This design comes from an exercise in tuning for small area, a short achievable clock period and few clock cycles per item on the open sky130 flow, not from production work. Where RTL was checked, it was by simulation tests only, not by an equivalence proof against the original. No functional check of the RTL was part of run 1. No activity file was given, so power comes from the tool's default toggle rates.

==> flow/design.v (outline; a module is shown in full before it is edited, if it fits) <==
// module mult32x32_fast: 1961 lines
// module mfa: 4 lines
// module mha: 4 lines
// module mpg: 4 lines
// module mgpa: 4 lines
// module mgpb: 4 lines
// module mga: 3 lines
// module mgb: 3 lines
// module mencm: 10 lines
// module mencm0: 9 lines
// module mmx: 3 lines
// module menc: 4 lines
// module mbpp: 3 lines
module mult32x32_fast (
    input logic clk,
    input logic reset,
    input logic start,
    input logic [31:0] a,
    input logic [31:0] b,
    output logic busy,
    output logic [63:0] product
);
  // ...
==> flow/flow/run.sh <==
#!/bin/bash
# Own layout flow: the standard synthesis and layout (standard.sh), with these changes:
#  - before floorplanning, each combinational cell of the synthesized netlist gets the drive
#    strength its fanout calls for (flow/resize.py): the smallest variant of its footprint for
#    a small fanout, larger ones for large fanouts. Registers are untouched; the layout's repair
#    steps size cells again where slew, capacitance or timing need it;
#  - ports are buffered with buf_2 instead of the default port buffer;
#  - timing repair only sizes cells up and swaps pins (no buffering or cloning), and the
#    repair after global routing is skipped (the repair after clock tree synthesis remains).
# Each tool's output goes to a log file in this folder.
set -euo pipefail
R=orfs/results/sky130hd/mult32x32_fast/base
export BUFFER_PORTS_ARGS="-buffer_cell sky130_fd_sc_hd__buf_2"
export SKIP_INCREMENTAL_REPAIR=1
export SETUP_MOVE_SEQUENCE="sizeup,swap"
bash standard.sh synth > synth.log 2>&1
python3 flow/resize.py "$FLOW_HOME/platforms/sky130hd/lib/sky130_fd_sc_hd__tt_025C_1v80.lib" $R/1_2_yosys.v 5 12 '(one|two|neg)[0-9]+_[0-9]+' > resize.log 2>&1
touch $R/1_2_yosys.v
bash standard.sh > layout.log 2>&1
==> flow/flow/resize.py <==
#!/usr/bin/env python3
"""Size the combinational cells of the synthesized netlist by the fanout they drive:
each cell gets the variant of its footprint (same function and pins) whose drive suits its
fanout: the smallest for a fanout up to FO1, drive 2 up to FO2, else drive 4.
Flip-flops, latches and tie cells are left as synthesis made them. The layout's own repair
steps size cells again where slew, capacitance or timing need it.
Cells driving a net whose name matches STRONG (a regular expression) get drive 4.
usage: resize.py LIBERTY NETLIST [FO1 FO2 [STRONG]]"""
import re, sys, collections
lib, path = sys.argv[1], sys.argv[2]
FO1 = int(sys.argv[3]) if len(sys.argv) > 3 else 5
FO2 = int(sys.argv[4]) if len(sys.argv) > 4 else 12
STRONG = re.compile(sys.argv[5]) if len(sys.argv) > 5 else None
area, foot, seq, outs = {}, {}, set(), collections.defaultdict(set)
cur = None; pin = None
for line in open(lib):
    m = re.search(r'^\s*cell\s*\(\s*"?(sky130_fd_sc_hd__\w+)"?\s*\)', line)
    if m:
        cur = m.group(1); pin = None; continue
    if cur is None:
        continue
    m = re.search(r'^\s*area\s*:\s*([\d.]+)', line)
    if m: area[cur] = float(m.group(1))
    m = re.search(r'cell_footprint\s*:\s*"([^"]+)"', line)
    if m: foot[cur] = m.group(1)
    if re.search(r'^\s*(ff|latch|statetable)\s*\(', line): seq.add(cur)
    m = re.search(r'^\s*pin\s*\(\s*"?(\w+)"?\s*\)', line)
    if m: pin = m.group(1)
    if pin and re.search(r'direction\s*:\s*"?output', line): outs[cur].add(pin)
fam = collections.defaultdict(list)
for c, f in foot.items():
    if c in seq or "lpflow" in c or "probe" in c or c not in area:
        continue
    fam[f].append(c)
def strength(c):
    m = re.search(r'_(\d+)$', c)
    return int(m.group(1)) if m else 1
for f in fam:
    fam[f].sort(key=lambda c: (strength(c), area[c]))
text = open(path).read()
inst_re = re.compile(r'^(\s*)(sky130_fd_sc_hd__\w+)(\s+)(\S+)(\s*\((.*?)\);)', re.M | re.S)
insts = []
fanout = collections.Counter()
for m in inst_re.finditer(text):
    cell = m.group(2)
    conns = re.findall(r'\.(\w+)\(([^()]*)\)', m.group(6))
    o = [n.strip() for p, n in conns if p in outs.get(cell, ())]
    for p, n in conns:
        if p not in outs.get(cell, ()):
            fanout[n.strip()] += 1
    insts.append((m.start(2), m.end(2), cell, o))
out = []
last = 0
changes = collections.Counter()
for s, e, cell, o in insts:
    new = cell
    if cell not in seq and cell in foot and "conb" not in cell and foot[cell] in fam:
        fo = max([fanout[n] for n in o] + [0])
        want = 0 if fo <= FO1 else (2 if fo <= FO2 else 4)
        if STRONG and any(STRONG.fullmatch(n) for n in o):
            want = 4
        vs = fam[foot[cell]]
        ok = [v for v in vs if strength(v) >= want] or [vs[-1]]
        # the smallest area that gives the drive; among equal areas the strongest
        new = min(ok, key=lambda v: (area[v], -strength(v)))
    out.append(text[last:s]); out.append(new); last = e
    if new != cell: changes[(cell, new)] += 1
out.append(text[last:])
open(path, "w").write("".join(out))
for (a, b), n in sorted(changes.items()):
    print(f"{a} -> {b}: {n}")
==> flow/standard.sh <==
#!/bin/bash
# synth_recipe.tcl (not shown) runs the flow's synth.tcl, then flattens the netlist and writes it again
# the make line also repeats each setting of config.mk as NAME=value (left out here)
make -C /OpenROAD-flow-scripts/flow DESIGN_CONFIG=/design/flow/config.mk WORK_HOME=/design/flow/orfs CLKGATE_MAP_FILE= SYNTH_SCRIPT=/design/flow/synth_recipe.tcl "${@:-finish}"
==> flow/config.mk <==
export PLATFORM = sky130hd
export DESIGN_NAME = mult32x32_fast
export DESIGN_NICKNAME = mult32x32_fast
export VERILOG_FILES = /design/flow/design.v
export SDC_FILE = /design/flow/constraint.sdc
export NUM_CORES = 4
export LEC_CHECK = 0
export CAP_MARGIN = 20
export CORE_MARGIN = 2
export CORE_UTILIZATION = 40
export CTS_BUF_LIST = sky130_fd_sc_hd__clkbuf_4 sky130_fd_sc_hd__clkbuf_8
export GPL_ROUTABILITY_DRIVEN = 0
export SETUP_SLACK_MARGIN = 4.8
export SLEW_MARGIN = 20
export SYNTH_HIERARCHICAL = 1
export SYNTH_MINIMUM_KEEP_SIZE = 0
export TNS_END_PERCENT = 0
==> flow/constraint.sdc <==
create_clock -name core_clock -period 10.0 [get_ports {clk}]
set_input_delay 2.0000 -clock core_clock [delete_from_list [all_inputs] [get_ports {clk}]]
set_output_delay 2.0000 -clock core_clock [all_outputs]
set_load 0.01 [all_outputs]
==> flow_metrics.tcl, run 1 <==
set metrics [dict create \
    portBuffers 131 \
    cp.required_ps 10190 \
    clk-power_mw 0.488 \
    cts_buffers 17 \
    dr.max_layer_used "met4" \
    hp-class "reg -> reg" \
    cp_max_fo 12 \
    outcome "no timing/DRC/antenna violations" \
    seq_share 0.164 \
    antenna_found_initial 0 \
    cts_setup_buffers 0 \
    vias_per_cell 5.92 \
    fin_util 0.450 \
    pwr-share-clk 0.051 \
    switchingPower_mw 4.90 \
    crit_arrival_ps 5620 \
    period_needed_ps 5430 \
    place_ws_ps 3980 \
    use_met3 0.0422 \
    routed-wl-met2_um 28000 \
    timing.rr.end "hcr[27]" \
    wl_met3_um 4890 \
    syn_inst 1714 \
    syn_to_final_growth_pct 11.8 \
    layout-drive-gt1-share 0.199 \
    die_area_mm2 0.0483 \
    num-nonclk-inverters 55 \
    syn-cell-area_mm2 0.0186 \
    total_power_mw 9.49 \
    path_buf_inv 1 \
    power_frac_seq 0.145 \
    io_pins 132 \
    syn_nets 2108 \
    comb_cell_power_mw 7.62 \
    coreArea_mm2 0.0463 \
    p_per_area_mw_per_mm2 456 \
    startpoint "b[1]" \
    regArea_mm2 0.00342 \
    antenna_left 0 \
    final-max-slew-violation-count 0 \
    setup-violations-final 0 \
    worstPathCellList "buf_2 -> nor2_1 -> a221oi_1 -> a31oi_4 -> a22oi_1 -> xnor2_1 -> fa_1 -> fa_1 -> fa_1 -> fa_1 -> fa_1" \
]
==> run 2, diff against run 1 <==
--- a/flow/design.v
+++ b/flow/design.v
@@ -627,57 +627,57 @@
 wire pt25 = a[25] & mt3;
 wire pt26 = a[26] & mt3;
 wire pt27 = a[27] & mt3;
 wire pt28 = a[28] & mt3;
 wire pt29 = a[29] & mt3;
 wire pt30 = a[30] & mt3;
 wire pt31 = a[31] & mt3;
 wire s1, c2;
-mha us1 (.x(neg0), .y(acc[0]), .s(s1), .c(c2));
+mha us1 (.x(acc[0]), .y(neg0), .s(s1), .c(c2));
 wire s3, c4;
 mha us3 (.x(acc[1]), .y(c2), .s(s3), .c(c4));
 wire s5, c6;
-mfa us5 (.x(c4), .y(acc[2]), .z(neg1), .s(s5), .c(c6));
+mfa us5 (.x(c4), .y(neg1), .z(acc[2]), .s(s5), .c(c6));
 wire s7, c8;
-mha us7 (.x(pp0_2), .y(pp1_0), .s(s7), .c(c8));
+mha us7 (.x(s5), .y(pp0_2), .s(s7), .c(c8));
 wire s9, c10;
 mfa us9 (.x(pp0_3), .y(c6), .z(acc[3]), .s(s9), .c(c10));
 wire s11, c12;
 mha us11 (.x(pp1_1), .y(c8), .s(s11), .c(c12));
 wire s13, c14;
-mfa us13 (.x(pp0_4), .y(acc[4]), .z(neg2), .s(s13), .c(c14));
+mfa us13 (.x(pp0_4), .y(neg2), .z(acc[4]), .s(s13), .c(c14));
 wire s15, c16;
 mfa us15 (.x(c10), .y(pp2_0), .z(pp1_2), .s(s15), .c(c16));
 wire s17, c18;
 mha us17 (.x(c12), .y(s13), .s(s17), .c(c18));
 wire s19, c20;
 mfa us19 (.x(pp1_3), .y(pp0_5), .z(acc[5]), .s(s19), .c(c20));
 wire s21, c22;
 mfa us21 (.x(s19), .y(c14), .z(pp2_1), .s(s21), .c(c22));
 wire s23, c24;
 mha us23 (.x(c18), .y(c16), .s(s23), .c(c24));
 wire s25, c26;
-mfa us25 (.x(pp0_6), .y(acc[6]), .z(neg3), .s(s25), .c(c26));
+mfa us25 (.x(pp0_6), .y(neg3), .z(acc[6]), .s(s25), .c(c26));
 wire s27, c28;
 mfa us27 (.x(pp3_0), .y(pp2_2), .z(pp1_4), .s(s27), .c(c28));
 wire s29, c30;
 mfa us29 (.x(s27), .y(s25), .z(c20), .s(s29), .c(c30));
 wire s31, c32;
 mha us31 (.x(c22), .y(s29), .s(s31), .c(c32));
 wire s33, c34;
 mfa us33 (.x(pp1_5), .y(pp0_7), .z(acc[7]), .s(s33), .c(c34));
 wire s35, c36;
 mfa us35 (.x(c26), .y(pp3_1), .z(pp2_3), .s(s35), .c(c36));
 wire s37, c38;
 mfa us37 (.x(s35), .y(s33), .z(c28), .s(s37), .c(c38));
 wire s39, c40;
 mha us39 (.x(c30), .y(c32), .s(s39), .c(c40));
 wire s41, c42;
-mfa us41 (.x(pp0_8), .y(acc[8]), .z(neg4), .s(s41), .c(c42));
+mfa us41 (.x(pp0_8), .y(neg4), .z(acc[8]), .s(s41), .c(c42));
 wire s43, c44;
 mfa us43 (.x(pp3_2), .y(pp2_4), .z(pp1_6), .s(s43), .c(c44));
 wire s45, c46;
 mfa us45 (.x(s41), .y(c34), .z(pp4_0), .s(s45), .c(c46));
 wire s47, c48;
 mfa us47 (.x(s45), .y(c36), .z(s43), .s(s47), .c(c48));
 wire s49, c50;
 mha us49 (.x(c38), .y(c40), .s(s49), .c(c50));
@@ -687,17 +687,17 @@
 mfa us53 (.x(pp4_1), .y(pp3_3), .z(pp2_5), .s(s53), .c(c54));
 wire s55, c56;
 mfa us55 (.x(s51), .y(c44), .z(c42), .s(s55), .c(c56));
 wire s57, c58;
 mfa us57 (.x(s55), .y(c46), .z(s53), .s(s57), .c(c58));
 wire s59, c60;
 mha us59 (.x(c48), .y(s57), .s(s59), .c(c60));
 wire s61, c62;
-mfa us61 (.x(pp0_10), .y(acc[10]), .z(neg5), .s(s61), .c(c62));
+mfa us61 (.x(pp0_10), .y(neg5), .z(acc[10]), .s(s61), .c(c62));
 wire s63, c64;
 mfa us63 (.x(pp3_4), .y(pp2_6), .z(pp1_8), .s(s63), .c(c64));
 wire s65, c66;
 mfa us65 (.x(c52), .y(pp5_0), .z(pp4_2), .s(s65), .c(c66));
 wire s67, c68;
 mfa us67 (.x(s63), .y(s61), .z(c54), .s(s67), .c(c68));
 wire s69, c70;
 mfa us69 (.x(s67), .y(c56), .z(s65), .s(s69), .c(c70));
@@ -711,17 +711,17 @@
 mfa us77 (.x(c64), .y(c62), .z(pp5_1), .s(s77), .c(c78));
 wire s79, c80;
 mfa us79 (.x(c66), .y(s75), .z(s73), .s(s79), .c(c80));
 wire s81, c82;
 mfa us81 (.x(s79), .y(c68), .z(s77), .s(s81), .c(c82));
 wire s83, c84;
 mha us83 (.x(c70), .y(c72), .s(s83), .c(c84));
 wire s85, c86;
-mfa us85 (.x(pp0_12), .y(acc[12]), .z(neg6), .s(s85), .c(c86));
+mfa us85 (.x(pp0_12), .y(neg6), .z(acc[12]), .s(s85), .c(c86));
 wire s87, c88;
 mfa us87 (.x(pp3_6), .y(pp2_8), .z(pp1_10), .s(s87), .c(c88));
 wire s89, c90;
 mfa us89 (.x(pp6_0), .y(pp5_2), .z(pp4_4), .s(s89), .c(c90));
 wire s91, c92;
 mfa us91 (.x(s85), .y(c76), .z(c74), .s(s91), .c(c92));
 wire s93, c94;
 mfa us93 (.x(c78), .y(s89), .z(s87), .s(s93), .c(c94));
@@ -739,17 +739,17 @@
 mfa us105 (.x(s101), .y(c90), .z(c88), .s(s105), .c(c106));
 wire s107, c108;
 mfa us107 (.x(c92), .y(s103), .z(s99), .s(s107), .c(c108));
 wire s109, c110;
 mfa us109 (.x(s107), .y(c94), .z(s105), .s(s109), .c(c110));
 wire s111, c112;
 mha us111 (.x(c96), .y(s109), .s(s111), .c(c112));
 wire s113, c114;
-mfa us113 (.x(pp0_14), .y(acc[14]), .z(neg7), .s(s113), .c(c114));
+mfa us113 (.x(pp0_14), .y(neg7), .z(acc[14]), .s(s113), .c(c114));
 wire s115, c116;
 mfa us115 (.x(pp3_8), .y(pp2_10), .z(pp1_12), .s(s115), .c(c116));
 wire s117, c118;
 mfa us117 (.x(pp6_2), .y(pp5_4), .z(pp4_6), .s(s117), .c(c118));
 wire s119, c120;
 mfa us119 (.x(c102), .y(c100), .z(pp7_0), .s(s119), .c(c120));
 wire s121, c122;
 mfa us121 (.x(s117), .y(s115), .z(s113), .s(s121), .c(c122));
@@ -1184,17 +1184,17 @@
 wire s551, c552;
 mfa us551 (.x(c546), .y(s549), .z(c544), .s(s551), .c(c552));
 wire s553 = ~(pp7_32 ^ pt30);
 wire c554 = pp7_32 | pt30;
 wire s555, c556;
 mha us555 (.x(c550), .y(s553), .s(s555), .c(c556));
 wire s557, c558;
 mfa us557 (.x(c554), .y(pt31), .z(sn7), .s(s557), .c(c558));
-wire [47:0] ra = {c556, s555, c548, s547, c536, s535, c520, s519, c500, s499, c476, s475, c448, s447, c416, s415, c384, c368, c352, c336, c320, c304, c288, c272, c256, c240, c224, c208, c192, c176, c160, c144, c128, c112, c98, c84, s81, c60, c50, s47, s37, c24, s21, s17, s9, s5, s3, s1};
+wire [47:0] ra = {c556, s555, c548, s547, c536, s535, c520, s519, c500, s499, c476, s475, c448, s447, c416, s415, c384, c368, c352, c336, c320, c304, c288, c272, c256, c240, c224, c208, c192, c176, c160, c144, c128, c112, c98, c84, s81, c60, c50, s47, s37, c24, s21, s17, s9, pp1_0, s3, s1};
 wire [47:0] rb = {s557, c552, s551, c542, s541, c528, s527, c510, s509, c488, s487, c462, s461, c432, s431, c400, s399, s383, s367, s351, s335, s319, s303, s287, s271, s255, s239, s223, s207, s191, s175, s159, s143, s127, s111, s97, s83, s71, s59, s49, s39, s31, s23, s15, s11, s7, pp0_1, pp0_0};
 wire ag0, ap0;
 mpg upg0 (.x(hsr[0]), .y(hcr[0]), .g(ag0), .p(ap0));
 wire ag1, ap1;
 mpg upg1 (.x(hsr[1]), .y(hcr[1]), .g(ag1), .p(ap1));
 wire ag2, ap2;
 mpg upg2 (.x(hsr[2]), .y(hcr[2]), .g(ag2), .p(ap2));
 wire ag3, ap3;
@@ -1946,17 +1946,17 @@
 assign sum[46] = ap46 ^ ~g7_45;
 assign sum[47] = ap47 ^ ~g7_46;
 always_ff @(posedge clk, posedge reset) begin
 	if (reset) busy <= 1'b0;
 	else busy <= go & (b[31:16] != 16'd0);
 end
 always_ff @(posedge clk) begin
 	if (go | busy) begin
-		hsr <= {c556, s555, c548, s547, c536, s535, c520, s519, c500, s499, c476, s475, c448, s447, c416, s415, c384, c368, c352, c336, c320, c304, c288, c272, c256, c240, c224, c208, c192, c176, c160, c144, c128, c112, c98, c84, s81, c60, c50, s47, s37, c24, s21, s17, s9, s5, s3, s1};
+		hsr <= {c556, s555, c548, s547, c536, s535, c520, s519, c500, s499, c476, s475, c448, s447, c416, s415, c384, c368, c352, c336, c320, c304, c288, c272, c256, c240, c224, c208, c192, c176, c160, c144, c128, c112, c98, c84, s81, c60, c50, s47, s37, c24, s21, s17, s9, pp1_0, s3, s1};
 		hcr <= {s557, c552, s551, c542, s541, c528, s527, c510, s509, c488, s487, c462, s461, c432, s431, c400, s399, s383, s367, s351, s335, s319, s303, s287, s271, s255, s239, s223, s207, s191, s175, s159, s143, s127, s111, s97, s83, s71, s59, s49, s39, s31, s23, s15, s11, s7, pp0_1, pp0_0};
 		two <= busy;
 	end
 	if (busy) L <= sum[15:0];
 end
 assign product = two ? {sum, L} : {16'd0, sum};
 endmodule
 module mfa (input logic x, input logic y, input logic z, output logic s, output logic c);
==> flow/flow/run.sh (replaced) <==
#!/bin/bash
# Own layout flow: the standard synthesis and layout (standard.sh), with two changes:
#  - before floorplanning, every combinational cell of the synthesized netlist is set to
#    the smallest drive strength of its footprint (flow/resize.py); registers are untouched,
#    and the layout's repair steps size cells up again where needed;
#  - ports are buffered with buf_2 instead of the default port buffer.
# Each tool's output goes to a log file in this folder.
set -euo pipefail
R=orfs/results/sky130hd/mult32x32_fast/base
export BUFFER_PORTS_ARGS="-buffer_cell sky130_fd_sc_hd__buf_2"
bash standard.sh synth > synth.log 2>&1
python3 flow/resize.py "$FLOW_HOME/platforms/sky130hd/lib/sky130_fd_sc_hd__tt_025C_1v80.lib" $R/1_2_yosys.v > resize.log 2>&1
touch $R/1_2_yosys.v
bash standard.sh > layout.log 2>&1
--- a/flow/flow/resize.py
+++ b/flow/flow/resize.py
@@ -1,21 +1,19 @@
 #!/usr/bin/env python3
 """Size the combinational cells of the synthesized netlist by the fanout they drive:
 each cell gets the variant of its footprint (same function and pins) whose drive suits its
 fanout: the smallest for a fanout up to FO1, drive 2 up to FO2, else drive 4.
 Flip-flops, latches and tie cells are left as synthesis made them. The layout's own repair
 steps size cells again where slew, capacitance or timing need it.
-Cells driving a net whose name matches STRONG (a regular expression) get drive 4.
-usage: resize.py LIBERTY NETLIST [FO1 FO2 [STRONG]]"""
+usage: resize.py LIBERTY NETLIST [FO1 FO2]"""
 import re, sys, collections
 lib, path = sys.argv[1], sys.argv[2]
 FO1 = int(sys.argv[3]) if len(sys.argv) > 3 else 5
 FO2 = int(sys.argv[4]) if len(sys.argv) > 4 else 12
-STRONG = re.compile(sys.argv[5]) if len(sys.argv) > 5 else None
 area, foot, seq, outs = {}, {}, set(), collections.defaultdict(set)
 cur = None; pin = None
 for line in open(lib):
     m = re.search(r'^\s*cell\s*\(\s*"?(sky130_fd_sc_hd__\w+)"?\s*\)', line)
     if m:
         cur = m.group(1); pin = None; continue
     if cur is None:
         continue
@@ -52,18 +50,16 @@
 out = []
 last = 0
 changes = collections.Counter()
 for s, e, cell, o in insts:
     new = cell
     if cell not in seq and cell in foot and "conb" not in cell and foot[cell] in fam:
         fo = max([fanout[n] for n in o] + [0])
         want = 0 if fo <= FO1 else (2 if fo <= FO2 else 4)
-        if STRONG and any(STRONG.fullmatch(n) for n in o):
-            want = 4
         vs = fam[foot[cell]]
         ok = [v for v in vs if strength(v) >= want] or [vs[-1]]
         # the smallest area that gives the drive; among equal areas the strongest
         new = min(ok, key=lambda v: (area[v], -strength(v)))
     out.append(text[last:s]); out.append(new); last = e
     if new != cell: changes[(cell, new)] += 1
 out.append(text[last:])
 open(path, "w").write("".join(out))
==> flow/config.mk (replaced) <==
export PLATFORM = sky130hd
export DESIGN_NAME = mult32x32_fast
export DESIGN_NICKNAME = mult32x32_fast
export VERILOG_FILES = /design/flow/design.v
export SDC_FILE = /design/flow/constraint.sdc
export NUM_CORES = 4
export LEC_CHECK = 0
export CAP_MARGIN = 20
export CORE_MARGIN = 2
export CORE_UTILIZATION = 40
export SETUP_SLACK_MARGIN = 4.0
export SLEW_MARGIN = 20
export SYNTH_HIERARCHICAL = 1
export SYNTH_MINIMUM_KEEP_SIZE = 0
export TNS_END_PERCENT = 0
==> run 2 against run 1 <==
Against the previous run: still clean on timing, DRC and antenna; utilization fell by 0.29 points; clock skew up 1.4 ps; flip-flop and latch count stayed put; wire length is 0.31% lower; critical endpoint is now hcr[27].
==> flow_metrics.tcl, run 2 <==
set metrics [dict create \
    hold_viol 0 \
    final-max-slew-violation-count 0 \
    diodes 0 \
    grt_max_degree 76 \
    setup-violations-final 0 \
    top_regs "hcr (48), hsr (48), L (16)" \
    skew_ps 24.8 \
    crit_type "reg -> reg" \
    die_h_um 217 \
    antenna_left 0 \
    vias_per_cell 5.87 \
    die_w_um 217 \
    n_fill_cell 4290 \
    htree_levels 4 \
    clk_path_buf_depth 2 \
    setup_tns_ps 0 \
    wl_per_cell_um 24.4 \
    vias 14500 \
    gp_congestion 0.963 \
    hpwl_um 47200 \
    period_needed_ps 5890 \
    holdWs_ps 686 \
    p_per_area_mw_per_mm2 468 \
    cts_buffers 17 \
    cp-end-kind "register" \
    synth_warnings 7 \
    overflow 0 \
    power_frac_seq 0.146 \
    startpoint_type "register" \
    cp_max_fo 5 \
    first_global_vias 14600 \
    max_freq_mhz 170 \
    post_dp_cell_area_mm2 0.0196 \
    finalWirelength_um 60300 \
    final_common_cell "xnor2_1" \
    synth.avg_cell_area_um2 10.6 \
    final_cell_mix "298 x xnor2_1, 248 x a22oi_1, 247 x fa_1" \
    gr-usage-all-layers 0.256 \
    io_pins 132 \
    p_sw_frac 0.512 \
    rows 78 \
    syn_nets 2108 \
    portBuffers 131 \
    nets 2250 \
    start_util 0.403 \
    drtIter0Drc 1392 \
    cp.required_ps 10150 \
    die_area_mm2 0.0472 \
    cts.clk_slew.worst_paths_ps 60 \
    syn_inst 1714 \
    drc 0 \
    fin_crit_sh 0.589 \
    cts_root_buffer "clkbuf_16" \
    crit_arrival_ps 6040 \
    coreArea_mm2 0.0451 \
    syn_to_final_growth_pct 10.9 \
    total_power_mw 9.44 \
    max-slew-margin-rel 0.376 \
    drv_cap 0 \
    hp-class "reg -> reg" \
    power_leakage_nw 7.36 \
    layout-drive-gt1-share 0.165 \
    drt_pass1_iterations 6 \
    switchingPower_mw 4.83 \
    max_slew.worst_pin.slew_ps 933 \
    outcome "no timing/DRC/antenna violations" \
    clock-sinks 114 \
    syn-cell-area_mm2 0.0182 \
    pwr-share-clk 0.065 \
    rsz0062_at_grt "yes" \
    cts_tree "built" \
    antenna_found_initial 0 \
    combPwrFrac 0.790 \
    p_int_mw 4.61 \
    clkLatencyLatePin_ps 430 \
    fin_area_mm2 0.0202 \
    irDropWorstVdd_mv 0.343 \
    grt_pass1_wl_um 91500 \
]
run 2: metrics by stage:
step | setup WS [ps] | instances | util
floorplan | 4400 | 1714 | -
global placement | 3910 | 2437 | 0.434
detailed placement | 3790 | 2437 | 0.434
CTS | 4190 | 2468 | 0.447
global route | 3960 | 2468 | 0.447
finish | 4110 | 2468 | 0.447
run 2: path summary, 6_finish.rpt:
check                      startpoint  endpoint  slack [ps]  cells after the start
setup / recovery               hcr[1]   hcr[27]        4110                     13
hold / removal                   busy      busy         690                      2
setup reg to reg               hcr[1]   hcr[27]        4110                     13
hold reg to reg                  busy      busy         690                      2
max in group asynchronous       reset      busy        8480                      2
min in group asynchronous       reset      busy        1410                      2
run 2: final cells by class:
class,count,area (um2),share of cell area
multi-input cells,1532,14500,0.719
flip-flops and latches,114,3420,0.170
well taps,600,751,0.0372
repair buffers,136,693,0.0344
clock buffers,17,425,0.0211
inverters,55,206,0.0102
clock inverters,14,166,0.00825
run 2: repair_timing:
action                     4_1_cts  5_1_grt
hold buffers                     0        0
setup endpoints to repair        0        5
setup buffers                    0        0
resized for setup                0        1
run 2: power by group through the flow:
stage               clock network [mW]  logic, mW  registers [mW]
finish                           0.612       7.46            1.37
global placement                     0       7.16            1.38
CTS                              0.618       7.42            1.38
global route                     0.637       8.27            1.40
detailed placement                   0       7.34            1.39
floorplan                            0       4.58            1.36
run 2: critical path: stages, from the launching register on:
cell	delay, ps
edfxtp_1	380
ha_1	330
a21oi_1	420
o21ai_1	320
a21oi_1	460
o21ai_1	270
a21oi_1	220
xor2_1	600
nor2_1	230
fa_1	480
fa_1	510
fa_1	440
fa_1	520
fa_1	420
run 2: routing by layer:
| layer | share of wire | GRT usage |
|---|---|---|
| met2 | 0.46 | 0.411 |
| met5 | 0 | 0 |
| met3 | 0.087 | 0.0500 |
| met4 | 0.023 | 0.0671 |
| met1 | 0.43 | 0.354 |
Testbench counts of run 2, summed over its fixed seeds: cycles 4,794, items 3,200.

-- separate check: timing with driven ports --
Ports are ideal in the flow. The routed layouts listed here were re-timed in OpenROAD.
Step 1 sets driving cells, clkbuf_16 on the clock port and buf_2 on the other inputs (assumed; they add their load-dependent delay and slew).
Step 2 times the ports against the registers' clock, not the clock port: input delays grow and output delays shrink by t, the midpoint of the rising clock arrivals with the driver on.
a / b / c = ideal ports / drivers / drivers and shift; a / b = the first two.
run | shift t [ns] | setup WS [ns] | worst slew at a driven data input, ns
run 1 | 0.499 | 4.565 / 4.531 / 4.092 | 0.06
run 2 | 0.462 | 4.113 / 4.113 / 3.704 | 0.05
After both steps setup and hold are still met in every run listed. For run 1, which loses most, drivers alone change the setup slack by -0.034 ns; drivers and shift together by -0.473 ns.
